Context: an optimization exercise on an open-source flow, tuned for small area, a short achievable clock period and few clock cycles. The choices shown serve that exercise and are no tape-out recipe.
RTL that was checked went through simulation tests only; none was proved equivalent to the original.
The RTL of run 2 was laid out without a check of its function.
No activity file was given, so power comes from the tool's default toggle rates.

==> flow/design.v, too long to show whole: its modules and the start of the top module <==
// module fa: 5 lines
// module ha: 5 lines
// module hn: 6 lines
// module nd: 5 lines
// module an: 5 lines
// module gpc: 6 lines
// module gc: 5 lines
// module top: 5484 lines
module top(clk, rst, start, x, y, z, mem_rdata, mem_addr, mem_wdata, mem_wen, done);
  // ...
==> flow/flow/run.sh <==
#!/bin/bash
set -euo pipefail
export BUFFER_PORTS_ARGS="-buffer_cell sky130_fd_sc_hd__buf_4"
bash standard.sh > standard.log 2>&1
==> flow/standard.sh <==
#!/bin/bash
# synth_recipe.tcl (not shown) runs the flow's synth.tcl, then flattens the netlist and writes it again
# the make line also repeats each setting of config.mk as NAME=value (left out here)
make -C /OpenROAD-flow-scripts/flow DESIGN_CONFIG=/design/flow/config.mk WORK_HOME=/design/flow/orfs CLKGATE_MAP_FILE= SYNTH_SCRIPT=/design/flow/synth_recipe.tcl "${@:-finish}"
==> flow/config.mk <==
export PLATFORM = sky130hd
export DESIGN_NAME = top
export DESIGN_NICKNAME = top
export VERILOG_FILES = /design/flow/design.v
export SDC_FILE = /design/flow/constraint.sdc
export NUM_CORES = 4
export LEC_CHECK = 0
export CAP_MARGIN = 20
export CORE_MARGIN = 2
export CORE_UTILIZATION = 40
export CTS_CLUSTER_DIAMETER = 70
export CTS_CLUSTER_SIZE = 30
export SLEW_MARGIN = 20
export SYNTH_HIERARCHICAL = 1
==> flow/constraint.sdc <==
create_clock -name core_clock -period 10.0 [get_ports {clk}]
set_input_delay 2.0000 -clock core_clock [delete_from_list [all_inputs] [get_ports {clk}]]
set_output_delay 2.0000 -clock core_clock [all_outputs]
set_load 0.01 [all_outputs]
==> results.cfg, run 1 <==
[status]
status = complete, no violations

[finish]
largest_registers = C (440), F (128)
regArea_um2 = 20100
largest_register_ff_count = 440
regMostFlops = C
antennaDiodeCount = 15
design.seq.count = 910
nNetsFinal = 5135
n_fill_cell = 12230

[detailed_routing]
via_per_inst = 5.162
drt_wl_total_mm = 153.4
drt_iter0_drc = 2347
ant_nets = 0
drt-met1-wl_mm = 65.96
wl_met2_mm = 72.57
drc = 0

[clock_network]
clk_latency_ns = 0.71
holdBufCountCts = 0
numCtsBuffers = 71
path_clk_slew_ns = 0.11

[setup_path]
crit_path_max_fanout = 10
max_stage_delay_ns = 0.77
cp_top_family = adder cells
r2r_cells = 5

[sta]
setup_slack_ns = 6.604
slew_violations = 0
layout_min_cycle_time_ns = 3.396

[hold_path]
min_path_cells = 0

[power]
switching_share_pct = 41.78

[grt]
grt_overflow_total = 0
grt_pass1_wl_mm = 225.3

[die]
die_height_um = 370.0
Testbench counts, summed over its fixed seeds: cycles 5,808.
==> run 2: changes to the inputs <==
--- a/flow/design.v
+++ b/flow/design.v
@@ -2627,46 +2627,40 @@
 wire s2749;
 wire c2750;
 wire s2751;
 wire c2752;
 wire s2753;
 wire c2754;
 wire s2755;
 wire c2756;
-wire s2757;
-wire c2758;
-wire s2762;
-wire c2763;
-wire s2767;
-wire c2768;
-wire s2769;
-wire c2770;
-wire s2771;
-wire c2772;
-wire s2773;
-wire c2774;
-wire s2775;
-wire c2776;
-wire s2777;
-wire c2778;
-wire s2779;
-wire c2780;
-wire s2781;
-wire c2782;
-wire s2783;
-wire c2784;
-wire s2785;
-wire c2786;
-wire s2790;
-wire c2791;
-wire s2792;
-wire c2793;
-wire s2794;
-wire c2795;
+wire s2760;
+wire c2761;
+wire s2765;
+wire c2766;
+wire s2770;
+wire c2771;
+wire s2772;
+wire c2773;
+wire s2774;
+wire c2775;
+wire s2776;
+wire c2777;
+wire s2778;
+wire c2779;
+wire s2780;
+wire c2781;
+wire s2782;
+wire c2783;
+wire s2784;
+wire c2785;
+wire s2786;
+wire c2787;
+wire s2791;
+wire c2792;
 wire s2796;
 wire c2797;
 wire s2798;
 wire c2799;
 wire s2800;
 wire c2801;
 wire s2802;
 wire c2803;
@@ -2689,162 +2683,162 @@
 wire s2820;
 wire c2821;
 wire s2822;
 wire c2823;
 wire s2824;
 wire c2825;
 wire s2826;
 wire c2827;
-wire s2831;
-wire c2832;
-wire s2836;
-wire c2837;
-wire s2841;
-wire c2842;
-wire s2846;
-wire c2847;
-wire s2851;
-wire c2852;
-wire s2853;
-wire c2854;
-wire s2855;
-wire c2856;
+wire s2828;
+wire c2829;
+wire s2830;
+wire c2831;
+wire s2832;
+wire c2833;
+wire s2837;
+wire c2838;
+wire s2842;
+wire c2843;
+wire s2847;
+wire c2848;
+wire s2852;
+wire c2853;
 wire s2857;
 wire c2858;
-wire s2862;
-wire c2863;
-wire s2867;
-wire c2868;
-wire s2869;
-wire c2870;
-wire s2871;
-wire c2872;
+wire s2859;
+wire c2860;
+wire s2861;
+wire c2862;
+wire s2863;
+wire c2864;
+wire s2868;
+wire c2869;
 wire s2873;
 wire c2874;
 wire s2875;
 wire c2876;
-wire s2880;
-wire c2881;
-wire s2885;
-wire c2886;
-wire s2890;
-wire c2891;
-wire s2894;
-wire c2895;
+wire s2877;
+wire c2878;
+wire s2879;
+wire c2880;
+wire s2881;
+wire c2882;
+wire s2886;
+wire c2887;
+wire s2891;
+wire c2892;
 wire s2896;
 wire c2897;
-wire s2898;
-wire c2899;
+wire s2899;
+wire c2900;
+wire s2901;
+wire c2902;
 wire s2903;
 wire c2904;
 wire s2908;
 wire c2909;
 wire s2913;
 wire c2914;
 wire s2918;
 wire c2919;
 wire s2923;
 wire c2924;
-wire s2926;
-wire c2927;
-wire s2928;
-wire c2929;
-wire s2930;
-wire c2931;
-wire s2932;
-wire c2933;
-wire s2937;
-wire c2938;
-wire s2942;
-wire c2943;
-wire s2947;
-wire c2948;
-wire s2949;
-wire c2950;
-wire s2951;
-wire c2952;
-wire s2953;
-wire c2954;
-wire s2955;
-wire c2956;
-wire s2957;
-wire c2958;
+wire s2927;
+wire c2928;
+wire s2929;
+wire c2930;
+wire s2931;
+wire c2932;
+wire s2933;
+wire c2934;
+wire s2938;
+wire c2939;
+wire s2943;
+wire c2944;
+wire s2948;
+wire c2949;
+wire s2952;
+wire c2953;
+wire s2954;
+wire c2955;
+wire s2956;
+wire c2957;
+wire s2958;
+wire c2959;
+wire s2960;
+wire c2961;
 wire s2962;
 wire c2963;
-wire s2964;
-wire c2965;
-wire s2966;
-wire c2967;
-wire s2968;
-wire c2969;
-wire s2970;
-wire c2971;
+wire s2967;
+wire c2968;
+wire s2969;
+wire c2970;
+wire s2971;
+wire c2972;
+wire s2973;
+wire c2974;
 wire s2975;
 wire c2976;
-wire s2978;
-wire c2979;
 wire s2980;
 wire c2981;
-wire s2982;
-wire c2983;
-wire s2984;
-wire c2985;
-wire s2986;
-wire c2987;
-wire s2988;
-wire c2989;
-wire s2990;
-wire c2991;
-wire s2992;
-wire c2993;
-wire s2994;
-wire c2995;
-wire s2996;
-wire c2997;
-wire s2998;
-wire c2999;
-wire s3000;
-wire c3001;
-wire s3002;
-wire c3003;
-wire s3004;
-wire c3005;
-wire s3006;
-wire c3007;
-wire s3008;
-wire c3009;
+wire s2983;
+wire c2984;
+wire s2985;
+wire c2986;
+wire s2987;
+wire c2988;
+wire s2989;
+wire c2990;
+wire s2991;
+wire c2992;
+wire s2993;
+wire c2994;
+wire s2995;
+wire c2996;
+wire s2997;
+wire c2998;
+wire s2999;
+wire c3000;
+wire s3001;
+wire c3002;
+wire s3003;
+wire c3004;
+wire s3005;
+wire c3006;
+wire s3007;
+wire c3008;
+wire s3009;
+wire c3010;
+wire s3011;
+wire c3012;
 wire s3013;
 wire c3014;
-wire s3015;
-wire c3016;
 wire s3017;
 wire c3018;
 wire s3019;
 wire c3020;
-wire s3024;
-wire c3025;
-wire s3029;
-wire c3030;
-wire s3034;
-wire c3035;
-wire s3036;
-wire c3037;
-wire s3038;
-wire c3039;
-wire s3040;
-wire c3041;
-wire s3042;
-wire c3043;
-wire s3047;
-wire c3048;
-wire s3049;
-wire c3050;
-wire s3051;
-wire c3052;
+wire s3021;
+wire c3022;
+wire s3023;
+wire c3024;
+wire s3028;
+wire c3029;
+wire s3033;
+wire c3034;
+wire s3037;
+wire c3038;
+wire s3039;
+wire c3040;
+wire s3041;
+wire c3042;
+wire s3043;
+wire c3044;
+wire s3048;
+wire c3049;
 wire s3053;
 wire c3054;
 wire s3055;
 wire c3056;
 wire s3057;
 wire c3058;
 wire s3059;
 wire c3060;
@@ -2871,28 +2865,30 @@
 wire s3081;
 wire c3082;
 wire s3083;
 wire c3084;
 wire s3085;
 wire c3086;
 wire s3087;
 wire c3088;
-wire s3092;
-wire c3093;
-wire s3094;
-wire c3095;
-wire s3096;
-wire c3097;
-wire s3098;
-wire c3099;
+wire s3089;
+wire c3090;
+wire s3091;
+wire c3092;
+wire s3093;
+wire c3094;
+wire s3097;
+wire c3098;
+wire s3099;
+wire c3100;
+wire s3101;
+wire c3102;
 wire s3103;
 wire c3104;
-wire s3106;
-wire c3107;
 wire s3108;
 wire c3109;
 wire s3110;
 wire c3111;
 wire s3112;
 wire c3113;
 wire s3114;
 wire c3115;
@@ -2913,64 +2909,68 @@
 wire s3130;
 wire c3131;
 wire s3132;
 wire c3133;
 wire s3134;
 wire c3135;
 wire s3136;
 wire c3137;
-wire s3139;
-wire c3140;
-wire s3141;
-wire c3142;
-wire s3144;
-wire c3145;
-wire s3146;
-wire c3147;
+wire s3138;
+wire c3139;
+wire s3140;
+wire c3141;
+wire s3143;
+wire c3144;
+wire s3145;
+wire c3146;
 wire s3148;
 wire c3149;
 wire s3150;
 wire c3151;
-wire s3155;
-wire c3156;
-wire s3160;
-wire c3161;
-wire s3165;
-wire c3166;
-wire s3170;
-wire c3171;
-wire s3172;
-wire c3173;
+wire s3152;
+wire c3153;
+wire s3154;
+wire c3155;
+wire s3159;
+wire c3160;
+wire s3164;
+wire c3165;
+wire s3169;
+wire c3170;
 wire s3174;
 wire c3175;
-wire s3176;
-wire c3177;
-wire s3178;
-wire c3179;
-wire s3180;
-wire c3181;
+wire s3179;
+wire c3180;
+wire s3181;
+wire c3182;
+wire s3183;
+wire c3184;
 wire s3185;
 wire c3186;
-wire s3189;
-wire c3190;
-wire s3192;
-wire c3193;
+wire s3190;
+wire c3191;
 wire s3195;
 wire c3196;
-wire s3198;
-wire c3199;
+wire s3199;
+wire c3200;
 wire s3202;
 wire c3203;
-wire s3207;
-wire c3208;
-wire s3212;
-wire c3213;
-wire s3214;
-wire c3215;
+wire s3205;
+wire c3206;
+wire s3208;
+wire c3209;
+wire s3211;
+wire c3212;
+wire s3215;
+wire c3216;
+wire s3220;
+wire c3221;
+wire s3222;
+wire c3223;
 reg r2507;
 reg r2508;
 reg r2509;
 reg r2654;
 reg r2655;
 reg r2656;
 reg r2659;
 reg r2660;
@@ -3017,148 +3017,154 @@
 reg r2733;
 reg r2734;
 reg r2737;
 reg r2738;
 reg r2739;
 reg r2742;
 reg r2743;
 reg r2744;
+reg r2757;
+reg r2758;
 reg r2759;
-reg r2760;
-reg r2761;
+reg r2762;
+reg r2763;
 reg r2764;
-reg r2765;
-reg r2766;
-reg r2787;
+reg r2767;
+reg r2768;
+reg r2769;
 reg r2788;
 reg r2789;
-reg r2828;
-reg r2829;
-reg r2830;
-reg r2833;
+reg r2790;
+reg r2793;
+reg r2794;
+reg r2795;
 reg r2834;
 reg r2835;
-reg r2838;
+reg r2836;
 reg r2839;
 reg r2840;
-reg r2843;
+reg r2841;
 reg r2844;
 reg r2845;
-reg r2848;
+reg r2846;
 reg r2849;
 reg r2850;
-reg r2859;
-reg r2860;
-reg r2861;
-reg r2864;
+reg r2851;
+reg r2854;
+reg r2855;
+reg r2856;
 reg r2865;
 reg r2866;
-reg r2877;
-reg r2878;
-reg r2879;
-reg r2882;
+reg r2867;
+reg r2870;
+reg r2871;
+reg r2872;
 reg r2883;
 reg r2884;
-reg r2887;
+reg r2885;
 reg r2888;
 reg r2889;
-reg r2892;
+reg r2890;
 reg r2893;
-reg r2900;
-reg r2901;
-reg r2902;
+reg r2894;
+reg r2895;
+reg r2898;
 reg r2905;
 reg r2906;
 reg r2907;
 reg r2910;
 reg r2911;
 reg r2912;
 reg r2915;
 reg r2916;
 reg r2917;
 reg r2920;
 reg r2921;
 reg r2922;
 reg r2925;
-reg r2934;
+reg r2926;
 reg r2935;
 reg r2936;
-reg r2939;
+reg r2937;
 reg r2940;
 reg r2941;
-reg r2944;
+reg r2942;
 reg r2945;
 reg r2946;
-reg r2959;
-reg r2960;
-reg r2961;
-reg r2972;
-reg r2973;
-reg r2974;
+reg r2947;
+reg r2950;
+reg r2951;
+reg r2964;
+reg r2965;
+reg r2966;
 reg r2977;
-reg r3010;
-reg r3011;
-reg r3012;
-reg r3021;
-reg r3022;
-reg r3023;
+reg r2978;
+reg r2979;
+reg r2982;
+reg r3015;
+reg r3016;
+reg r3025;
 reg r3026;
 reg r3027;
-reg r3028;
+reg r3030;
 reg r3031;
 reg r3032;
-reg r3033;
-reg r3044;
+reg r3035;
+reg r3036;
 reg r3045;
 reg r3046;
-reg r3089;
-reg r3090;
-reg r3091;
-reg r3100;
-reg r3101;
-reg r3102;
+reg r3047;
+reg r3050;
+reg r3051;
+reg r3052;
+reg r3095;
+reg r3096;
 reg r3105;
-reg r3138;
-reg r3143;
-reg r3152;
-reg r3153;
-reg r3154;
+reg r3106;
+reg r3107;
+reg r3142;
+reg r3147;
+reg r3156;
 reg r3157;
 reg r3158;
-reg r3159;
+reg r3161;
 reg r3162;
 reg r3163;
-reg r3164;
+reg r3166;
 reg r3167;
 reg r3168;
-reg r3169;
-reg r3182;
-reg r3183;
-reg r3184;
+reg r3171;
+reg r3172;
+reg r3173;
+reg r3176;
+reg r3177;
+reg r3178;
 reg r3187;
 reg r3188;
-reg r3191;
+reg r3189;
+reg r3192;
+reg r3193;
 reg r3194;
 reg r3197;
-reg r3200;
+reg r3198;
 reg r3201;
 reg r3204;
-reg r3205;
-reg r3206;
-reg r3209;
+reg r3207;
 reg r3210;
-reg r3211;
-reg r3216;
+reg r3213;
+reg r3214;
 reg r3217;
 reg r3218;
 reg r3219;
-reg r3220;
-reg r3221;
-reg r3222;
+reg r3224;
+reg r3225;
+reg r3226;
+reg r3227;
+reg r3228;
 assign pp1 = (w[0] & f[0]);
 assign pp2 = (w[0] & f[1]);
 assign pp3 = (w[0] & f[2]);
 assign pp4 = (w[0] & f[3]);
 assign pp5 = (w[0] & f[4]);
 assign pp6 = (w[0] & f[5]);
 assign pp7 = (w[0] & f[6]);
 assign pp8 = (w[0] & f[7]);
@@ -5115,203 +5121,203 @@
 fa u_s2735(.a(r2732), .b(r2733), .c(r2734), .s(s2735), .co(c2736));
 fa u_s2740(.a(r2737), .b(r2738), .c(r2739), .s(s2740), .co(c2741));
 fa u_s2745(.a(r2742), .b(r2743), .c(r2744), .s(s2745), .co(c2746));
 fa u_s2747(.a(c2535), .b(s2560), .c(s2437), .s(s2747), .co(c2748));
 fa u_s2749(.a(c2537), .b(c2539), .c(c2541), .s(s2749), .co(c2750));
 fa u_s2751(.a(s2562), .b(s2564), .c(s2566), .s(s2751), .co(c2752));
 fa u_s2753(.a(s2568), .b(s2570), .c(s2572), .s(s2753), .co(c2754));
 fa u_s2755(.a(s2574), .b(s2576), .c(s2586), .s(s2755), .co(c2756));
-fa u_s2757(.a(c2559), .b(c2543), .c(c2545), .s(s2757), .co(c2758));
-fa u_s2762(.a(r2759), .b(r2760), .c(r2761), .s(s2762), .co(c2763));
-fa u_s2767(.a(r2764), .b(r2765), .c(r2766), .s(s2767), .co(c2768));
-ha u_s2769(.a(s2582), .b(s2584), .s(s2769), .co(c2770));
-fa u_s2771(.a(s2588), .b(s2590), .c(s2592), .s(s2771), .co(c2772));
-fa u_s2773(.a(s2594), .b(s2596), .c(s2598), .s(s2773), .co(c2774));
-fa u_s2775(.a(c2561), .b(c2563), .c(c2565), .s(s2775), .co(c2776));
-fa u_s2777(.a(c2567), .b(c2569), .c(c2571), .s(s2777), .co(c2778));
-fa u_s2779(.a(c2573), .b(s2600), .c(s2602), .s(s2779), .co(c2780));
-fa u_s2781(.a(c2575), .b(c2577), .c(s2604), .s(s2781), .co(c2782));
-fa u_s2783(.a(s2606), .b(s2608), .c(s2610), .s(s2783), .co(c2784));
-fa u_s2785(.a(s2612), .b(c2587), .c(c2579), .s(s2785), .co(c2786));
-fa u_s2790(.a(r2787), .b(r2788), .c(r2789), .s(s2790), .co(c2791));
-fa u_s2792(.a(s2616), .b(s2618), .c(s2620), .s(s2792), .co(c2793));
-fa u_s2794(.a(s2622), .b(c2589), .c(c2591), .s(s2794), .co(c2795));
-fa u_s2796(.a(c2593), .b(c2595), .c(c2597), .s(s2796), .co(c2797));
-fa u_s2798(.a(s2624), .b(s2626), .c(s2628), .s(s2798), .co(c2799));
-fa u_s2800(.a(s2630), .b(s2632), .c(s2634), .s(s2800), .co(c2801));
-fa u_s2802(.a(s2636), .b(c2599), .c(s2638), .s(s2802), .co(c2803));
-fa u_s2804(.a(c2601), .b(c2603), .c(c2605), .s(s2804), .co(c2805));
-fa u_s2806(.a(c2607), .b(c2609), .c(c2611), .s(s2806), .co(c2807));
-fa u_s2808(.a(c2613), .b(s2640), .c(s2642), .s(s2808), .co(c2809));
-fa u_s2810(.a(pp1786), .b(pp1909), .c(s2652), .s(s2810), .co(c2811));
-fa u_s2812(.a(c2617), .b(c2619), .c(c2621), .s(s2812), .co(c2813));
-fa u_s2814(.a(c2482), .b(c2484), .c(c2486), .s(s2814), .co(c2815));
-fa u_s2816(.a(c2488), .b(c2490), .c(c2492), .s(s2816), .co(c2817));
-fa u_s2818(.a(c2494), .b(s2644), .c(s2646), .s(s2818), .co(c2819));
-fa u_s2820(.a(s2648), .b(s2650), .c(c2623), .s(s2820), .co(c2821));
-fa u_s2822(.a(c2625), .b(c2627), .c(c2629), .s(s2822), .co(c2823));
-fa u_s2824(.a(c2631), .b(c2633), .c(c2635), .s(s2824), .co(c2825));
-fa u_s2826(.a(c2637), .b(c2639), .c(c2641), .s(s2826), .co(c2827));
-fa u_s2831(.a(r2828), .b(r2829), .c(r2830), .s(s2831), .co(c2832));
-fa u_s2836(.a(r2833), .b(r2834), .c(r2835), .s(s2836), .co(c2837));
-fa u_s2841(.a(r2838), .b(r2839), .c(r2840), .s(s2841), .co(c2842));
-fa u_s2846(.a(r2843), .b(r2844), .c(r2845), .s(s2846), .co(c2847));
-fa u_s2851(.a(r2848), .b(r2849), .c(r2850), .s(s2851), .co(c2852));
-fa u_s2853(.a(c2677), .b(c2658), .c(c2663), .s(s2853), .co(c2854));
-fa u_s2855(.a(c2668), .b(c2673), .c(c2511), .s(s2855), .co(c2856));
-ha u_s2857(.a(s2681), .b(s2686), .s(s2857), .co(c2858));
-fa u_s2862(.a(r2859), .b(r2860), .c(r2861), .s(s2862), .co(c2863));
-fa u_s2867(.a(r2864), .b(r2865), .c(r2866), .s(s2867), .co(c2868));
-fa u_s2869(.a(c2682), .b(c2687), .c(c2692), .s(s2869), .co(c2870));
-fa u_s2871(.a(c2697), .b(c2702), .c(c2707), .s(s2871), .co(c2872));
-fa u_s2873(.a(c2712), .b(s2720), .c(s2725), .s(s2873), .co(c2874));
-ha u_s2875(.a(s2730), .b(s2735), .s(s2875), .co(c2876));
-fa u_s2880(.a(r2877), .b(r2878), .c(r2879), .s(s2880), .co(c2881));
-fa u_s2885(.a(r2882), .b(r2883), .c(r2884), .s(s2885), .co(c2886));
-fa u_s2890(.a(r2887), .b(r2888), .c(r2889), .s(s2890), .co(c2891));
-fa u_s2894(.a(r2892), .b(r2893), .c(c2721), .s(s2894), .co(c2895));
-fa u_s2896(.a(c2726), .b(c2731), .c(c2736), .s(s2896), .co(c2897));
-fa u_s2898(.a(c2741), .b(c2746), .c(s2762), .s(s2898), .co(c2899));
-fa u_s2903(.a(r2900), .b(r2901), .c(r2902), .s(s2903), .co(c2904));
+fa u_s2760(.a(r2757), .b(r2758), .c(r2759), .s(s2760), .co(c2761));
+fa u_s2765(.a(r2762), .b(r2763), .c(r2764), .s(s2765), .co(c2766));
+fa u_s2770(.a(r2767), .b(r2768), .c(r2769), .s(s2770), .co(c2771));
+ha u_s2772(.a(s2582), .b(s2584), .s(s2772), .co(c2773));
+fa u_s2774(.a(s2588), .b(s2590), .c(s2592), .s(s2774), .co(c2775));
+fa u_s2776(.a(s2594), .b(s2596), .c(s2598), .s(s2776), .co(c2777));
+fa u_s2778(.a(c2561), .b(c2563), .c(c2565), .s(s2778), .co(c2779));
+fa u_s2780(.a(c2567), .b(c2569), .c(c2571), .s(s2780), .co(c2781));
+fa u_s2782(.a(c2573), .b(s2600), .c(s2602), .s(s2782), .co(c2783));
+fa u_s2784(.a(c2575), .b(c2577), .c(s2604), .s(s2784), .co(c2785));
+fa u_s2786(.a(s2606), .b(s2608), .c(s2610), .s(s2786), .co(c2787));
+fa u_s2791(.a(r2788), .b(r2789), .c(r2790), .s(s2791), .co(c2792));
+fa u_s2796(.a(r2793), .b(r2794), .c(r2795), .s(s2796), .co(c2797));
+fa u_s2798(.a(s2616), .b(s2618), .c(s2620), .s(s2798), .co(c2799));
+fa u_s2800(.a(s2622), .b(c2589), .c(c2591), .s(s2800), .co(c2801));
+fa u_s2802(.a(c2593), .b(c2595), .c(c2597), .s(s2802), .co(c2803));
+fa u_s2804(.a(s2624), .b(s2626), .c(s2628), .s(s2804), .co(c2805));
+fa u_s2806(.a(s2630), .b(s2632), .c(s2634), .s(s2806), .co(c2807));
+fa u_s2808(.a(s2636), .b(c2599), .c(s2638), .s(s2808), .co(c2809));
+fa u_s2810(.a(c2601), .b(c2603), .c(c2605), .s(s2810), .co(c2811));
+fa u_s2812(.a(c2607), .b(c2609), .c(c2611), .s(s2812), .co(c2813));
+fa u_s2814(.a(c2613), .b(s2640), .c(s2642), .s(s2814), .co(c2815));
+fa u_s2816(.a(pp1786), .b(pp1909), .c(s2652), .s(s2816), .co(c2817));
+fa u_s2818(.a(c2617), .b(c2619), .c(c2621), .s(s2818), .co(c2819));
+fa u_s2820(.a(c2482), .b(c2484), .c(c2486), .s(s2820), .co(c2821));
+fa u_s2822(.a(c2488), .b(c2490), .c(c2492), .s(s2822), .co(c2823));
+fa u_s2824(.a(c2494), .b(s2644), .c(s2646), .s(s2824), .co(c2825));
+fa u_s2826(.a(s2648), .b(s2650), .c(c2623), .s(s2826), .co(c2827));
+fa u_s2828(.a(c2625), .b(c2627), .c(c2629), .s(s2828), .co(c2829));
+fa u_s2830(.a(c2631), .b(c2633), .c(c2635), .s(s2830), .co(c2831));
+fa u_s2832(.a(c2637), .b(c2639), .c(c2641), .s(s2832), .co(c2833));
+fa u_s2837(.a(r2834), .b(r2835), .c(r2836), .s(s2837), .co(c2838));
+fa u_s2842(.a(r2839), .b(r2840), .c(r2841), .s(s2842), .co(c2843));
+fa u_s2847(.a(r2844), .b(r2845), .c(r2846), .s(s2847), .co(c2848));
+fa u_s2852(.a(r2849), .b(r2850), .c(r2851), .s(s2852), .co(c2853));
+fa u_s2857(.a(r2854), .b(r2855), .c(r2856), .s(s2857), .co(c2858));
+fa u_s2859(.a(c2677), .b(c2658), .c(c2663), .s(s2859), .co(c2860));
+fa u_s2861(.a(c2668), .b(c2673), .c(c2511), .s(s2861), .co(c2862));
+ha u_s2863(.a(s2681), .b(s2686), .s(s2863), .co(c2864));
+fa u_s2868(.a(r2865), .b(r2866), .c(r2867), .s(s2868), .co(c2869));
+fa u_s2873(.a(r2870), .b(r2871), .c(r2872), .s(s2873), .co(c2874));
+fa u_s2875(.a(c2682), .b(c2687), .c(c2692), .s(s2875), .co(c2876));
+fa u_s2877(.a(c2697), .b(c2702), .c(c2707), .s(s2877), .co(c2878));
+fa u_s2879(.a(c2712), .b(s2720), .c(s2725), .s(s2879), .co(c2880));
+ha u_s2881(.a(s2730), .b(s2735), .s(s2881), .co(c2882));
+fa u_s2886(.a(r2883), .b(r2884), .c(r2885), .s(s2886), .co(c2887));
+fa u_s2891(.a(r2888), .b(r2889), .c(r2890), .s(s2891), .co(c2892));
+fa u_s2896(.a(r2893), .b(r2894), .c(r2895), .s(s2896), .co(c2897));
+fa u_s2899(.a(r2898), .b(c2721), .c(c2726), .s(s2899), .co(c2900));
+fa u_s2901(.a(c2731), .b(c2736), .c(c2741), .s(s2901), .co(c2902));
+fa u_s2903(.a(c2746), .b(s2760), .c(s2765), .s(s2903), .co(c2904));
 fa u_s2908(.a(r2905), .b(r2906), .c(r2907), .s(s2908), .co(c2909));
 fa u_s2913(.a(r2910), .b(r2911), .c(r2912), .s(s2913), .co(c2914));
 fa u_s2918(.a(r2915), .b(r2916), .c(r2917), .s(s2918), .co(c2919));
 fa u_s2923(.a(r2920), .b(r2921), .c(r2922), .s(s2923), .co(c2924));
-fa u_s2926(.a(r2925), .b(c2763), .c(c2768), .s(s2926), .co(c2927));
-fa u_s2928(.a(s2792), .b(c2772), .c(s2794), .s(s2928), .co(c2929));
-fa u_s2930(.a(s2796), .b(s2798), .c(s2800), .s(s2930), .co(c2931));
-fa u_s2932(.a(c2774), .b(s2802), .c(c2615), .s(s2932), .co(c2933));
-fa u_s2937(.a(r2934), .b(r2935), .c(r2936), .s(s2937), .co(c2938));
-fa u_s2942(.a(r2939), .b(r2940), .c(r2941), .s(s2942), .co(c2943));
-fa u_s2947(.a(r2944), .b(r2945), .c(r2946), .s(s2947), .co(c2948));
-fa u_s2949(.a(s2810), .b(c2793), .c(s2812), .s(s2949), .co(c2950));
-fa u_s2951(.a(s2814), .b(s2816), .c(s2818), .s(s2951), .co(c2952));
-fa u_s2953(.a(s2820), .b(c2643), .c(c2795), .s(s2953), .co(c2954));
-fa u_s2955(.a(c2797), .b(c2799), .c(s2822), .s(s2955), .co(c2956));
-fa u_s2957(.a(c2801), .b(s2824), .c(c2803), .s(s2957), .co(c2958));
-fa u_s2962(.a(r2959), .b(r2960), .c(r2961), .s(s2962), .co(c2963));
-fa u_s2964(.a(c2653), .b(c2645), .c(c2647), .s(s2964), .co(c2965));
-fa u_s2966(.a(c2649), .b(c2651), .c(c2811), .s(s2966), .co(c2967));
-fa u_s2968(.a(c2813), .b(c2815), .c(c2817), .s(s2968), .co(c2969));
-ha u_s2970(.a(c2819), .b(c2821), .s(s2970), .co(c2971));
-fa u_s2975(.a(r2972), .b(r2973), .c(r2974), .s(s2975), .co(c2976));
-fa u_s2978(.a(r2977), .b(s2676), .c(s2831), .s(s2978), .co(c2979));
-fa u_s2980(.a(c2832), .b(c2837), .c(c2842), .s(s2980), .co(c2981));
-fa u_s2982(.a(s2846), .b(s2851), .c(s2691), .s(s2982), .co(c2983));
-fa u_s2984(.a(s2696), .b(s2701), .c(s2706), .s(s2984), .co(c2985));
-fa u_s2986(.a(c2847), .b(c2852), .c(s2862), .s(s2986), .co(c2987));
-fa u_s2988(.a(s2867), .b(s2740), .c(s2745), .s(s2988), .co(c2989));
-fa u_s2990(.a(c2858), .b(s2875), .c(c2854), .s(s2990), .co(c2991));
-ha u_s2992(.a(c2856), .b(s2869), .s(s2992), .co(c2993));
-fa u_s2994(.a(c2863), .b(c2868), .c(s2880), .s(s2994), .co(c2995));
-fa u_s2996(.a(s2885), .b(s2890), .c(s2767), .s(s2996), .co(c2997));
-fa u_s2998(.a(c2876), .b(c2870), .c(c2872), .s(s2998), .co(c2999));
-fa u_s3000(.a(c2874), .b(s2894), .c(s2896), .s(s3000), .co(c3001));
-fa u_s3002(.a(c2881), .b(c2886), .c(c2891), .s(s3002), .co(c3003));
-fa u_s3004(.a(s2903), .b(s2908), .c(s2913), .s(s3004), .co(c3005));
-fa u_s3006(.a(s2918), .b(s2923), .c(s2790), .s(s3006), .co(c3007));
-fa u_s3008(.a(c2895), .b(c2897), .c(c2899), .s(s3008), .co(c3009));
-fa u_s3013(.a(r3010), .b(r3011), .c(r3012), .s(s3013), .co(c3014));
-fa u_s3015(.a(c2904), .b(c2909), .c(c2914), .s(s3015), .co(c3016));
-fa u_s3017(.a(c2919), .b(c2924), .c(c2791), .s(s3017), .co(c3018));
-fa u_s3019(.a(s2937), .b(s2942), .c(s2947), .s(s3019), .co(c3020));
-fa u_s3024(.a(r3021), .b(r3022), .c(r3023), .s(s3024), .co(c3025));
-fa u_s3029(.a(r3026), .b(r3027), .c(r3028), .s(s3029), .co(c3030));
-fa u_s3034(.a(r3031), .b(r3032), .c(r3033), .s(s3034), .co(c3035));
-fa u_s3036(.a(c2938), .b(c2943), .c(c2948), .s(s3036), .co(c3037));
-fa u_s3038(.a(s2964), .b(s2966), .c(c2823), .s(s3038), .co(c3039));
-fa u_s3040(.a(c2950), .b(c2825), .c(s2968), .s(s3040), .co(c3041));
-fa u_s3042(.a(c2952), .b(s2970), .c(c2827), .s(s3042), .co(c3043));
-fa u_s3047(.a(r3044), .b(r3045), .c(r3046), .s(s3047), .co(c3048));
-fa u_s3049(.a(s2975), .b(s2836), .c(s2841), .s(s3049), .co(c3050));
-ha u_s3051(.a(s2657), .b(s2662), .s(s3051), .co(c3052));
-fa u_s3053(.a(c2976), .b(s2711), .c(s2857), .s(s3053), .co(c3054));
-fa u_s3055(.a(c2979), .b(s2980), .c(s2853), .s(s3055), .co(c3056));
-ha u_s3057(.a(s2855), .b(s2982), .s(s3057), .co(c3058));
-fa u_s3059(.a(c2981), .b(c2983), .c(c2985), .s(s3059), .co(c3060));
-fa u_s3061(.a(s2871), .b(s2986), .c(s2988), .s(s3061), .co(c3062));
-fa u_s3063(.a(s2873), .b(s2992), .c(s2990), .s(s3063), .co(c3064));
-fa u_s3065(.a(c2987), .b(c2989), .c(s2994), .s(s3065), .co(c3066));
-fa u_s3067(.a(s2996), .b(s2898), .c(c2993), .s(s3067), .co(c3068));
-fa u_s3069(.a(c2991), .b(s2998), .c(s3000), .s(s3069), .co(c3070));
-fa u_s3071(.a(c2995), .b(c2997), .c(s3002), .s(s3071), .co(c3072));
-fa u_s3073(.a(s2926), .b(s3004), .c(s3006), .s(s3073), .co(c3074));
-fa u_s3075(.a(c2999), .b(c3001), .c(s3008), .s(s3075), .co(c3076));
-fa u_s3077(.a(s3013), .b(c3003), .c(c2927), .s(s3077), .co(c3078));
-fa u_s3079(.a(c3005), .b(c3007), .c(s3015), .s(s3079), .co(c3080));
-fa u_s3081(.a(s3017), .b(s3019), .c(c3009), .s(s3081), .co(c3082));
-fa u_s3083(.a(c3014), .b(s3024), .c(s3029), .s(s3083), .co(c3084));
-fa u_s3085(.a(s3034), .b(s2962), .c(c3016), .s(s3085), .co(c3086));
-fa u_s3087(.a(c3018), .b(c3020), .c(s3036), .s(s3087), .co(c3088));
-fa u_s3092(.a(r3089), .b(r3090), .c(r3091), .s(s3092), .co(c3093));
-fa u_s3094(.a(c3025), .b(c3030), .c(c3035), .s(s3094), .co(c3095));
-fa u_s3096(.a(c2963), .b(s3047), .c(c3037), .s(s3096), .co(c3097));
-fa u_s3098(.a(c2965), .b(c2967), .c(c2969), .s(s3098), .co(c3099));
-fa u_s3103(.a(r3100), .b(r3101), .c(r3102), .s(s3103), .co(c3104));
-ha u_s3106(.a(r3105), .b(c3048), .s(s3106), .co(c3107));
-fa u_s3108(.a(s2667), .b(s2672), .c(s2510), .s(s3108), .co(c3109));
-fa u_s3110(.a(c3052), .b(c3050), .c(s2984), .s(s3110), .co(c3111));
-ha u_s3112(.a(s3053), .b(s3057), .s(s3112), .co(c3113));
-fa u_s3114(.a(c3054), .b(c3058), .c(c3056), .s(s3114), .co(c3115));
-fa u_s3116(.a(s3059), .b(s3061), .c(s3063), .s(s3116), .co(c3117));
-fa u_s3118(.a(c3060), .b(c3062), .c(s3065), .s(s3118), .co(c3119));
-fa u_s3120(.a(s3067), .b(c3064), .c(s3069), .s(s3120), .co(c3121));
-fa u_s3122(.a(c3066), .b(s3071), .c(s3073), .s(s3122), .co(c3123));
-fa u_s3124(.a(c3068), .b(c3070), .c(s3075), .s(s3124), .co(c3125));
+fa u_s2927(.a(r2925), .b(r2926), .c(c2761), .s(s2927), .co(c2928));
+fa u_s2929(.a(c2766), .b(c2771), .c(s2791), .s(s2929), .co(c2930));
+fa u_s2931(.a(s2798), .b(c2775), .c(s2800), .s(s2931), .co(c2932));
+fa u_s2933(.a(s2802), .b(s2804), .c(s2806), .s(s2933), .co(c2934));
+fa u_s2938(.a(r2935), .b(r2936), .c(r2937), .s(s2938), .co(c2939));
+fa u_s2943(.a(r2940), .b(r2941), .c(r2942), .s(s2943), .co(c2944));
+fa u_s2948(.a(r2945), .b(r2946), .c(r2947), .s(s2948), .co(c2949));
+fa u_s2952(.a(r2950), .b(r2951), .c(c2792), .s(s2952), .co(c2953));
+fa u_s2954(.a(s2816), .b(c2799), .c(s2818), .s(s2954), .co(c2955));
+fa u_s2956(.a(s2820), .b(s2822), .c(s2824), .s(s2956), .co(c2957));
+fa u_s2958(.a(s2826), .b(c2643), .c(c2801), .s(s2958), .co(c2959));
+fa u_s2960(.a(c2803), .b(c2805), .c(s2828), .s(s2960), .co(c2961));
+fa u_s2962(.a(c2807), .b(s2830), .c(c2809), .s(s2962), .co(c2963));
+fa u_s2967(.a(r2964), .b(r2965), .c(r2966), .s(s2967), .co(c2968));
+fa u_s2969(.a(c2653), .b(c2645), .c(c2647), .s(s2969), .co(c2970));
+fa u_s2971(.a(c2649), .b(c2651), .c(c2817), .s(s2971), .co(c2972));
+fa u_s2973(.a(c2819), .b(c2821), .c(c2823), .s(s2973), .co(c2974));
+ha u_s2975(.a(c2825), .b(c2827), .s(s2975), .co(c2976));
+fa u_s2980(.a(r2977), .b(r2978), .c(r2979), .s(s2980), .co(c2981));
+fa u_s2983(.a(r2982), .b(s2676), .c(s2837), .s(s2983), .co(c2984));
+fa u_s2985(.a(c2838), .b(c2843), .c(c2848), .s(s2985), .co(c2986));
+fa u_s2987(.a(s2852), .b(s2857), .c(s2691), .s(s2987), .co(c2988));
+fa u_s2989(.a(s2696), .b(s2701), .c(s2706), .s(s2989), .co(c2990));
+fa u_s2991(.a(c2853), .b(c2858), .c(s2868), .s(s2991), .co(c2992));
+fa u_s2993(.a(s2873), .b(s2740), .c(s2745), .s(s2993), .co(c2994));
+fa u_s2995(.a(c2864), .b(s2881), .c(c2860), .s(s2995), .co(c2996));
+ha u_s2997(.a(c2862), .b(s2875), .s(s2997), .co(c2998));
+fa u_s2999(.a(c2869), .b(c2874), .c(s2886), .s(s2999), .co(c3000));
+fa u_s3001(.a(s2891), .b(s2896), .c(s2770), .s(s3001), .co(c3002));
+fa u_s3003(.a(c2882), .b(c2876), .c(c2878), .s(s3003), .co(c3004));
+fa u_s3005(.a(c2880), .b(s2899), .c(s2901), .s(s3005), .co(c3006));
+fa u_s3007(.a(c2887), .b(c2892), .c(c2897), .s(s3007), .co(c3008));
+fa u_s3009(.a(s2908), .b(s2913), .c(s2918), .s(s3009), .co(c3010));
+fa u_s3011(.a(s2923), .b(s2796), .c(c2900), .s(s3011), .co(c3012));
+fa u_s3013(.a(c2902), .b(c2904), .c(s2927), .s(s3013), .co(c3014));
+fa u_s3017(.a(r3015), .b(r3016), .c(c2909), .s(s3017), .co(c3018));
+fa u_s3019(.a(c2914), .b(c2919), .c(c2924), .s(s3019), .co(c3020));
+fa u_s3021(.a(c2797), .b(s2938), .c(s2943), .s(s3021), .co(c3022));
+fa u_s3023(.a(s2948), .b(c2928), .c(c2930), .s(s3023), .co(c3024));
+fa u_s3028(.a(r3025), .b(r3026), .c(r3027), .s(s3028), .co(c3029));
+fa u_s3033(.a(r3030), .b(r3031), .c(r3032), .s(s3033), .co(c3034));
+fa u_s3037(.a(r3035), .b(r3036), .c(c2939), .s(s3037), .co(c3038));
+fa u_s3039(.a(c2944), .b(c2949), .c(s2967), .s(s3039), .co(c3040));
+fa u_s3041(.a(s2969), .b(s2971), .c(c2829), .s(s3041), .co(c3042));
+fa u_s3043(.a(c2955), .b(c2831), .c(s2973), .s(s3043), .co(c3044));
+fa u_s3048(.a(r3045), .b(r3046), .c(r3047), .s(s3048), .co(c3049));
+fa u_s3053(.a(r3050), .b(r3051), .c(r3052), .s(s3053), .co(c3054));
+fa u_s3055(.a(s2980), .b(s2842), .c(s2847), .s(s3055), .co(c3056));
+ha u_s3057(.a(s2657), .b(s2662), .s(s3057), .co(c3058));
+fa u_s3059(.a(c2981), .b(s2711), .c(s2863), .s(s3059), .co(c3060));
+fa u_s3061(.a(c2984), .b(s2985), .c(s2859), .s(s3061), .co(c3062));
+ha u_s3063(.a(s2861), .b(s2987), .s(s3063), .co(c3064));
+fa u_s3065(.a(c2986), .b(c2988), .c(c2990), .s(s3065), .co(c3066));
+fa u_s3067(.a(s2877), .b(s2991), .c(s2993), .s(s3067), .co(c3068));
+fa u_s3069(.a(s2879), .b(s2997), .c(s2995), .s(s3069), .co(c3070));
+fa u_s3071(.a(c2992), .b(c2994), .c(s2999), .s(s3071), .co(c3072));
+fa u_s3073(.a(s3001), .b(s2903), .c(c2998), .s(s3073), .co(c3074));
+fa u_s3075(.a(c2996), .b(s3003), .c(s3005), .s(s3075), .co(c3076));
+fa u_s3077(.a(c3000), .b(c3002), .c(s3007), .s(s3077), .co(c3078));
+fa u_s3079(.a(s3009), .b(s2929), .c(c3004), .s(s3079), .co(c3080));
+fa u_s3081(.a(c3006), .b(s3011), .c(s3013), .s(s3081), .co(c3082));
+fa u_s3083(.a(c3008), .b(c3010), .c(s3017), .s(s3083), .co(c3084));
+fa u_s3085(.a(s3019), .b(s2952), .c(s3021), .s(s3085), .co(c3086));
+fa u_s3087(.a(c3012), .b(c3014), .c(s3023), .s(s3087), .co(c3088));
+fa u_s3089(.a(s3028), .b(s3033), .c(c3018), .s(s3089), .co(c3090));
+fa u_s3091(.a(c3020), .b(c2953), .c(c3022), .s(s3091), .co(c3092));
+fa u_s3093(.a(s3037), .b(s3039), .c(c3024), .s(s3093), .co(c3094));
+fa u_s3097(.a(r3095), .b(r3096), .c(c3029), .s(s3097), .co(c3098));
+fa u_s3099(.a(c3034), .b(c2968), .c(s3048), .s(s3099), .co(c3100));
+fa u_s3101(.a(s3053), .b(c3038), .c(c3040), .s(s3101), .co(c3102));
+fa u_s3103(.a(c2970), .b(c2972), .c(c2974), .s(s3103), .co(c3104));
+fa u_s3108(.a(r3105), .b(r3106), .c(r3107), .s(s3108), .co(c3109));
+ha u_s3110(.a(c3049), .b(c3054), .s(s3110), .co(c3111));
+fa u_s3112(.a(s2667), .b(s2672), .c(s2510), .s(s3112), .co(c3113));
+fa u_s3114(.a(c3058), .b(c3056), .c(s2989), .s(s3114), .co(c3115));
+ha u_s3116(.a(s3059), .b(s3063), .s(s3116), .co(c3117));
+fa u_s3118(.a(c3060), .b(c3064), .c(c3062), .s(s3118), .co(c3119));
+fa u_s3120(.a(s3065), .b(s3067), .c(s3069), .s(s3120), .co(c3121));
+fa u_s3122(.a(c3066), .b(c3068), .c(s3071), .s(s3122), .co(c3123));
+fa u_s3124(.a(s3073), .b(c3070), .c(s3075), .s(s3124), .co(c3125));
 fa u_s3126(.a(c3072), .b(s3077), .c(c3074), .s(s3126), .co(c3127));
 fa u_s3128(.a(s3079), .b(c3076), .c(s3081), .s(s3128), .co(c3129));
-fa u_s3130(.a(s3083), .b(c3078), .c(c3080), .s(s3130), .co(c3131));
-fa u_s3132(.a(s3085), .b(s3087), .c(c3082), .s(s3132), .co(c3133));
-fa u_s3134(.a(s3092), .b(c3084), .c(s3094), .s(s3134), .co(c3135));
-fa u_s3136(.a(c3086), .b(c3088), .c(s3096), .s(s3136), .co(c3137));
-fa u_s3139(.a(r3138), .b(c3093), .c(s3103), .s(s3139), .co(c3140));
-fa u_s3141(.a(s3106), .b(c3095), .c(c3097), .s(s3141), .co(c3142));
-ha u_s3144(.a(r3143), .b(c3104), .s(s3144), .co(c3145));
-ha u_s3146(.a(s3051), .b(s3108), .s(s3146), .co(c3147));
-fa u_s3148(.a(c3109), .b(s3055), .c(s3110), .s(s3148), .co(c3149));
-fa u_s3150(.a(c3111), .b(c3113), .c(s3114), .s(s3150), .co(c3151));
-fa u_s3155(.a(r3152), .b(r3153), .c(r3154), .s(s3155), .co(c3156));
-fa u_s3160(.a(r3157), .b(r3158), .c(r3159), .s(s3160), .co(c3161));
-fa u_s3165(.a(r3162), .b(r3163), .c(r3164), .s(s3165), .co(c3166));
-fa u_s3170(.a(r3167), .b(r3168), .c(r3169), .s(s3170), .co(c3171));
-fa u_s3172(.a(s3134), .b(c3131), .c(s3136), .s(s3172), .co(c3173));
-fa u_s3174(.a(s3139), .b(c3135), .c(c3137), .s(s3174), .co(c3175));
-fa u_s3176(.a(s3144), .b(c3107), .c(c3140), .s(s3176), .co(c3177));
-ha u_s3178(.a(s3049), .b(s2978), .s(s3178), .co(c3179));
-fa u_s3180(.a(c3147), .b(s3112), .c(s3148), .s(s3180), .co(c3181));
-fa u_s3185(.a(r3182), .b(r3183), .c(r3184), .s(s3185), .co(c3186));
-fa u_s3189(.a(r3187), .b(r3188), .c(s3155), .s(s3189), .co(c3190));
-fa u_s3192(.a(r3191), .b(c3156), .c(s3160), .s(s3192), .co(c3193));
-fa u_s3195(.a(r3194), .b(c3161), .c(s3165), .s(s3195), .co(c3196));
-fa u_s3198(.a(r3197), .b(c3166), .c(s3170), .s(s3198), .co(c3199));
-fa u_s3202(.a(r3200), .b(r3201), .c(c3171), .s(s3202), .co(c3203));
-fa u_s3207(.a(r3204), .b(r3205), .c(r3206), .s(s3207), .co(c3208));
-fa u_s3212(.a(r3209), .b(r3210), .c(r3211), .s(s3212), .co(c3213));
-ha u_s3214(.a(c3145), .b(c3177), .s(s3214), .co(c3215));
-wire [11:0] fsum = {r3222, c3213, c3208, c3203, c3199, c3196, c3193, c3190, c3186, r3220, r3218, r3216} + {1'b0, r3221, s3212, s3207, s3202, s3198, s3195, s3192, s3189, s3185, r3219, r3217};
+fa u_s3130(.a(c3078), .b(s3083), .c(s3085), .s(s3130), .co(c3131));
+fa u_s3132(.a(c3080), .b(c3082), .c(s3087), .s(s3132), .co(c3133));
+fa u_s3134(.a(c3084), .b(s3089), .c(c3086), .s(s3134), .co(c3135));
+fa u_s3136(.a(s3091), .b(c3088), .c(s3093), .s(s3136), .co(c3137));
+fa u_s3138(.a(s3097), .b(s3099), .c(c3090), .s(s3138), .co(c3139));
+fa u_s3140(.a(c3092), .b(s3101), .c(c3094), .s(s3140), .co(c3141));
+fa u_s3143(.a(r3142), .b(s3108), .c(s3110), .s(s3143), .co(c3144));
+fa u_s3145(.a(c3098), .b(c3100), .c(c3102), .s(s3145), .co(c3146));
+ha u_s3148(.a(r3147), .b(c3109), .s(s3148), .co(c3149));
+ha u_s3150(.a(s3057), .b(s3112), .s(s3150), .co(c3151));
+fa u_s3152(.a(c3113), .b(s3061), .c(s3114), .s(s3152), .co(c3153));
+fa u_s3154(.a(c3115), .b(c3117), .c(s3118), .s(s3154), .co(c3155));
+fa u_s3159(.a(r3156), .b(r3157), .c(r3158), .s(s3159), .co(c3160));
+fa u_s3164(.a(r3161), .b(r3162), .c(r3163), .s(s3164), .co(c3165));
+fa u_s3169(.a(r3166), .b(r3167), .c(r3168), .s(s3169), .co(c3170));
+fa u_s3174(.a(r3171), .b(r3172), .c(r3173), .s(s3174), .co(c3175));
+fa u_s3179(.a(r3176), .b(r3177), .c(r3178), .s(s3179), .co(c3180));
+fa u_s3181(.a(s3143), .b(c3139), .c(s3145), .s(s3181), .co(c3182));
+fa u_s3183(.a(s3148), .b(c3111), .c(c3144), .s(s3183), .co(c3184));
+ha u_s3185(.a(s3055), .b(s2983), .s(s3185), .co(c3186));
+fa u_s3190(.a(r3187), .b(r3188), .c(r3189), .s(s3190), .co(c3191));
+fa u_s3195(.a(r3192), .b(r3193), .c(r3194), .s(s3195), .co(c3196));
+fa u_s3199(.a(r3197), .b(r3198), .c(s3159), .s(s3199), .co(c3200));
+fa u_s3202(.a(r3201), .b(c3160), .c(s3164), .s(s3202), .co(c3203));
+fa u_s3205(.a(r3204), .b(c3165), .c(s3169), .s(s3205), .co(c3206));
+fa u_s3208(.a(r3207), .b(c3170), .c(s3174), .s(s3208), .co(c3209));
+fa u_s3211(.a(r3210), .b(c3175), .c(s3179), .s(s3211), .co(c3212));
+fa u_s3215(.a(r3213), .b(r3214), .c(c3180), .s(s3215), .co(c3216));
+fa u_s3220(.a(r3217), .b(r3218), .c(r3219), .s(s3220), .co(c3221));
+ha u_s3222(.a(c3149), .b(c3184), .s(s3222), .co(c3223));
+wire [11:0] fsum = {r3228, c3221, c3216, c3212, c3209, c3206, c3203, c3200, c3196, c3191, r3226, r3224} + {1'b0, r3227, s3220, s3215, s3211, s3208, s3205, s3202, s3199, s3195, s3190, r3225};
 assign o = fsum[11:4];
 always @(posedge clk) begin
   r2507 <= s1954;
   r2508 <= s2327;
   r2509 <= s2155;
   r2654 <= s2495;
-  r2655 <= s2497;
-  r2656 <= s2499;
-  r2659 <= s2501;
-  r2660 <= s2503;
-  r2661 <= s2505;
-  r2664 <= s2317;
-  r2665 <= s2319;
-  r2666 <= s2321;
-  r2669 <= s2323;
-  r2670 <= s2325;
-  r2671 <= cy111;
-  r2674 <= cy234;
-  r2675 <= cy357;
+  r2655 <= cy111;
+  r2656 <= cy234;
+  r2659 <= cy357;
+  r2660 <= cy480;
+  r2661 <= cy603;
+  r2664 <= cy726;
+  r2665 <= cy849;
+  r2666 <= cy972;
+  r2669 <= cy1095;
+  r2670 <= cy1218;
+  r2671 <= cy1341;
+  r2674 <= cy1464;
+  r2675 <= cy1587;
   r2678 <= c1955;
   r2679 <= s2512;
   r2680 <= s2357;
   r2683 <= c2496;
   r2684 <= s2514;
   r2685 <= s2516;
   r2688 <= s2518;
   r2689 <= s2520;
@@ -5341,148 +5347,154 @@
   r2733 <= c2521;
   r2734 <= s2550;
   r2737 <= s2552;
   r2738 <= c2523;
   r2739 <= c2533;
   r2742 <= s2554;
   r2743 <= s2556;
   r2744 <= c2525;
-  r2759 <= c2547;
-  r2760 <= c2549;
-  r2761 <= s2578;
-  r2764 <= s2580;
-  r2765 <= c2551;
-  r2766 <= c2553;
-  r2787 <= c2581;
-  r2788 <= c2583;
-  r2789 <= c2585;
-  r2828 <= cy480;
-  r2829 <= cy603;
-  r2830 <= cy726;
-  r2833 <= cy849;
-  r2834 <= cy972;
-  r2835 <= cy1095;
-  r2838 <= cy1218;
-  r2839 <= cy1341;
-  r2840 <= cy1464;
-  r2843 <= c2506;
-  r2844 <= c2318;
-  r2845 <= c2320;
-  r2848 <= c2322;
-  r2849 <= c2324;
-  r2850 <= c2326;
-  r2859 <= s2713;
-  r2860 <= s2715;
-  r2861 <= c2527;
-  r2864 <= c2529;
-  r2865 <= c2531;
-  r2866 <= c2360;
-  r2877 <= c2714;
-  r2878 <= s2747;
-  r2879 <= c2555;
-  r2882 <= c2557;
-  r2883 <= c2716;
-  r2884 <= s2749;
-  r2887 <= s2751;
-  r2888 <= s2753;
-  r2889 <= s2769;
-  r2892 <= s2755;
-  r2893 <= s2757;
-  r2900 <= s2771;
-  r2901 <= s2773;
-  r2902 <= s2614;
-  r2905 <= c2748;
-  r2906 <= s2775;
-  r2907 <= s2777;
-  r2910 <= c2750;
-  r2911 <= c2752;
-  r2912 <= c2754;
-  r2915 <= s2779;
-  r2916 <= s2781;
-  r2917 <= s2783;
-  r2920 <= c2756;
-  r2921 <= c2770;
-  r2922 <= c2758;
-  r2925 <= s2785;
-  r2934 <= c2776;
-  r2935 <= c2778;
-  r2936 <= c2780;
-  r2939 <= s2804;
-  r2940 <= s2806;
-  r2941 <= c2782;
-  r2944 <= c2784;
-  r2945 <= s2808;
-  r2946 <= c2786;
-  r2959 <= c2805;
-  r2960 <= c2807;
-  r2961 <= s2826;
-  r2972 <= cy1587;
-  r2973 <= cy1710;
-  r2974 <= cy1833;
-  r2977 <= cy1956;
-  r3010 <= s2928;
-  r3011 <= s2930;
-  r3012 <= s2932;
-  r3021 <= s2949;
-  r3022 <= s2951;
-  r3023 <= c2809;
-  r3026 <= s2953;
-  r3027 <= c2929;
-  r3028 <= s2955;
-  r3031 <= c2931;
-  r3032 <= c2933;
-  r3033 <= s2957;
-  r3044 <= c2954;
-  r3045 <= c2956;
-  r3046 <= c2958;
-  r3089 <= s3038;
-  r3090 <= s3040;
-  r3091 <= s3042;
-  r3100 <= c2971;
-  r3101 <= c3039;
-  r3102 <= c3041;
-  r3105 <= c3043;
-  r3138 <= s3098;
-  r3143 <= c3099;
-  r3152 <= c3115;
-  r3153 <= s3118;
-  r3154 <= c3117;
-  r3157 <= c3119;
-  r3158 <= s3122;
-  r3159 <= c3121;
-  r3162 <= c3123;
-  r3163 <= s3126;
-  r3164 <= c3125;
+  r2757 <= c2559;
+  r2758 <= c2543;
+  r2759 <= c2545;
+  r2762 <= c2547;
+  r2763 <= c2549;
+  r2764 <= s2578;
+  r2767 <= s2580;
+  r2768 <= c2551;
+  r2769 <= c2553;
+  r2788 <= s2612;
+  r2789 <= c2587;
+  r2790 <= c2579;
+  r2793 <= c2581;
+  r2794 <= c2583;
+  r2795 <= c2585;
+  r2834 <= cy1710;
+  r2835 <= cy1833;
+  r2836 <= cy1956;
+  r2839 <= s2497;
+  r2840 <= s2499;
+  r2841 <= s2501;
+  r2844 <= s2503;
+  r2845 <= s2505;
+  r2846 <= s2317;
+  r2849 <= c2506;
+  r2850 <= c2318;
+  r2851 <= c2320;
+  r2854 <= c2322;
+  r2855 <= c2324;
+  r2856 <= c2326;
+  r2865 <= s2713;
+  r2866 <= s2715;
+  r2867 <= c2527;
+  r2870 <= c2529;
+  r2871 <= c2531;
+  r2872 <= c2360;
+  r2883 <= c2714;
+  r2884 <= s2747;
+  r2885 <= c2555;
+  r2888 <= c2557;
+  r2889 <= c2716;
+  r2890 <= s2749;
+  r2893 <= s2751;
+  r2894 <= s2753;
+  r2895 <= s2772;
+  r2898 <= s2755;
+  r2905 <= s2774;
+  r2906 <= s2776;
+  r2907 <= s2614;
+  r2910 <= c2748;
+  r2911 <= s2778;
+  r2912 <= s2780;
+  r2915 <= c2750;
+  r2916 <= c2752;
+  r2917 <= c2754;
+  r2920 <= s2782;
+  r2921 <= s2784;
+  r2922 <= s2786;
+  r2925 <= c2756;
+  r2926 <= c2773;
+  r2935 <= c2777;
+  r2936 <= s2808;
+  r2937 <= c2615;
+  r2940 <= c2779;
+  r2941 <= c2781;
+  r2942 <= c2783;
+  r2945 <= s2810;
+  r2946 <= s2812;
+  r2947 <= c2785;
+  r2950 <= c2787;
+  r2951 <= s2814;
+  r2964 <= c2811;
+  r2965 <= c2813;
+  r2966 <= s2832;
+  r2977 <= s2319;
+  r2978 <= s2321;
+  r2979 <= s2323;
+  r2982 <= s2325;
+  r3015 <= s2931;
+  r3016 <= s2933;
+  r3025 <= s2954;
+  r3026 <= s2956;
+  r3027 <= c2815;
+  r3030 <= s2958;
+  r3031 <= c2932;
+  r3032 <= s2960;
+  r3035 <= c2934;
+  r3036 <= s2962;
+  r3045 <= c2957;
+  r3046 <= s2975;
+  r3047 <= c2833;
+  r3050 <= c2959;
+  r3051 <= c2961;
+  r3052 <= c2963;
+  r3095 <= s3041;
+  r3096 <= s3043;
+  r3105 <= c2976;
+  r3106 <= c3042;
+  r3107 <= c3044;
+  r3142 <= s3103;
+  r3147 <= c3104;
+  r3156 <= c3119;
+  r3157 <= s3122;
+  r3158 <= c3121;
+  r3161 <= c3123;
+  r3162 <= s3126;
+  r3163 <= c3125;
+  r3166 <= s3130;
   r3167 <= c3127;
-  r3168 <= s3130;
-  r3169 <= s3132;
-  r3182 <= c3149;
-  r3183 <= s3150;
-  r3184 <= s3116;
+  r3168 <= c3129;
+  r3171 <= c3131;
+  r3172 <= s3134;
+  r3173 <= c3133;
+  r3176 <= s3138;
+  r3177 <= c3135;
+  r3178 <= s3140;
   r3187 <= c3151;
-  r3188 <= s3120;
-  r3191 <= s3124;
-  r3194 <= s3128;
-  r3197 <= c3129;
-  r3200 <= c3133;
-  r3201 <= s3172;
-  r3204 <= s3141;
-  r3205 <= s3174;
-  r3206 <= c3173;
-  r3209 <= s3176;
-  r3210 <= c3142;
-  r3211 <= c3175;
-  r3216 <= s3178;
-  r3217 <= s3146;
-  r3218 <= c3179;
-  r3219 <= s3180;
-  r3220 <= c3181;
-  r3221 <= s3214;
-  r3222 <= c3215;
+  r3188 <= s3116;
+  r3189 <= s3152;
+  r3192 <= c3153;
+  r3193 <= s3154;
+  r3194 <= s3120;
+  r3197 <= c3155;
+  r3198 <= s3124;
+  r3201 <= s3128;
+  r3204 <= s3132;
+  r3207 <= s3136;
+  r3210 <= c3137;
+  r3213 <= c3141;
+  r3214 <= s3181;
+  r3217 <= s3183;
+  r3218 <= c3146;
+  r3219 <= c3182;
+  r3224 <= s3185;
+  r3225 <= s3150;
+  r3226 <= c3186;
+  r3227 <= s3222;
+  r3228 <= c3223;
 end
 reg [2:1] vp;     
 reg [7:0] fq [0:3];
 reg [1:0] wp, rp;
 reg [2:0] cnt;
 wire wr_next = running && !lastw && !ld_next && !fl_next && (cnt != 3'd0);
 always @(posedge clk) begin
   if (vp[2]) fq[wp] <= res;
==> run 2 against run 1 <==
Still clean; sequential share of layout area is 0.074 points higher; global-route usage is 0.13 points lower; synthesized cell count is 0.15% higher; combinational power hardly changed; clock skew is 0.0085 ns lower; critical path type unchanged.
==> results.cfg, run 2 <==
[setup_path]
path_class = reg -> reg
cp.arrival_ns = 3.81
endpoint_kind = flip-flop
crit_path_start_kind = flip-flop
crit_required_ns = 10.46
crit_path_max_fanout = 4
rrSetupSlack_ns = 6.64

[placed_design]
place_hpwl_mm = 117.3
gp_congestion = 1.012
port_buffers = 80

[sta]
hold_slack_ns = 0.3319
layout_min_cycle_time_ns = 3.358
rsz0062_at_grt = false
setup_violations = 0
final_hold_viol_count = 0
fmax_ghz = 0.2978
slew_headroom_pct = 28.27
timing.final.crit_share_pct = 33.58
fin_tns_setup_ns = 0
tightest_slew_ns = 1.076
finClkSkew_ns = 0.04778
slew_violations = 0

[finish]
n_fill_cell = 12200
final_common_cell = and2_1
syn2layout_area_growth_pct = 9.986
nNetsFinal = 5145
largest_register_ff_count = 440
regArea_um2 = 20230
multi_input_area_um2 = 33030
layout-drive-gt1-share_pct = 18.18
final_cell_mix = and2_1, fa_1, dfxtp_1
largest_registers = C (440), F (128)
regMostFlops = C

[die]
die_height_um = 370.4
die_w_um = 370.4
rows = 134
dieArea_um2 = 137200
core_area_um2 = 133300
num_io_pins = 81
initial_core_util_pct = 40.28

[logic_synthesis]
syn_nets = 5064
yosysWarnings = 9
syn_inst = 4068
postSynthAreaPerCell_um2 = 13.20
synth_area_um2 = 53690

[detailed_routing]
vias = 30920
wl_per_cell_um = 25.43
drt_iter0_drc = 2499
drt_wl_total_mm = 152.1
ant_nets = 0
drc = 0
firstDrtPassIters = 5
via_per_inst = 5.167

[status]
status = complete, no violations

[grt]
grt_max_degree = 87
antenna_found_initial = 11
grt_pass1_wl_mm = 225.5
grt_overflow_total = 0
grt_pass1_vias = 32870
grtUsageTotal_pct = 22.60

[clock_network]
ctsLongestPathBuffers = 3
cts_sinks = 916
numCtsBuffers = 74
cts_setup_buffers = 0
cts-root-buf = clkbuf_16
cts_resized = 0
cts_tree = built
clk_latency_ns = 0.69
path_clk_slew_ns = 0.08
holdBufCountCts = 0
htree_levels = 3

[run]
maxCapViolCount = 0

[power]
leakagePower_nw = 26.32
powerDensity_nw_per_um2 = 349.7
ir_worst_vdd_uv = 299.5

[hold_path]
holdCritPathClass = reg -> reg
[run 2: changes by cell type in the layout (fill, tap and decap cells not counted), sizes merged]
cell | before | now
diode | 15 | 6
clkinv | 17 | 23
dfxtp | 723 | 729
clkbuf | 82 | 78
inv | 53 | 55
buf | 91 | 92
bufinv | 2 | 3
clkinvlp | 2 | 1
[run 2: through the flow]
stage	setup WS [ns]	total power [mW]	area, um2	cells	utilization [%]
6_report	6.642	20.65	59050	5983	44.30
5_1_grt	6.362	22.13	59040	5978	44.29
4_1_cts	6.641	20.66	59040	5977	44.29
3_5_place_dp	6.669	17.24	56250	5841	42.20
3_3_place_gp	6.688	16.97	56250	5841	42.20
2_1_floorplan	7.004	12.92	53690	4068	-
[run 2: final timing paths]
kind,from,end,cells after the start
worst max-delay path,r3166,fq[1][7],8
worst min-delay path,C[50][2],C[51][2],0
worst max register to register,r3166,fq[1][7],8
worst min register to register,C[50][2],C[51][2],0
[run 2: cell type report]
class | count | share of cell area (%)
diodes | 6 | 0.02543
clock buffers | 78 | 3.197
clock inverters | 58 | 1.523
inverters | 24 | 0.1526
multi-input cells | 3041 | 55.94
flip-flops and latches | 916 | 34.25
well taps | 1768 | 3.746
repair buffers | 92 | 1.170
[run 2: routing by layer]
| layer | GRT usage (%) | share of wire, % | vias up |
|---|---|---|---|
| met5 | 0 | 0.027 | - |
| met4 | 9.498 | 4.8 | 6 |
| met3 | 4.036 | 6.2 | 218 |
| met2 | 35.67 | 46 | 900 |
| met1 | 30.65 | 43 | 16160 |
| li1 | - | - | 13630 |
[run 2: critical path, stage by stage, from the launching register on]
cell and delay [ns]:
dfxtp_1 0.32, fa_1 0.55, fa_1 0.42, ha_1 0.36
nand3_1 0.10, a2111oi_0 0.76, nor3_1 0.18, o21bai_1 0.20
xor2_1 0.27
[run 2: where the power goes]
| group | internal [mW] | total [mW] | switching (mW) |
|---|---|---|---|
| sequential | 5.27 | 6.59 | 1.31 |
| clock | 1.61 | 3.34 | 1.73 |
| combinational | 5.16 | 10.7 | 5.56 |

[what the ideal ports hide]
The flow's constraints put no driver on any port. The routed layouts listed below were extracted and timed again, unchanged, in two steps. Step 1: set_driving_cell puts a clkbuf_16 on clk and a buf_2 on each other input, an assumption about the parent block. Step 2 moves the port delays by t, midway between the first and last clock arrival at a register: inputs arrive t later, outputs are due t later. That takes back most of the time a late clock gives input paths. a / b / c = no drivers / after step 1 / after step 2; a / b = the first two.
run	shift t [ns]	slack for setup (ns)	worst setup path after step 2	worst data-port slew with drivers (ns)
run 1	0.748	6.604 / 6.604 / 6.558	input to register	0.05
run 2	0.750	6.642 / 6.642 / 6.642	register to register	0.05
After both steps setup and hold are still met in every run listed. The setup slack of run 1, which loses most, moves by 0.000 ns with the drivers and by -0.046 ns with both steps.
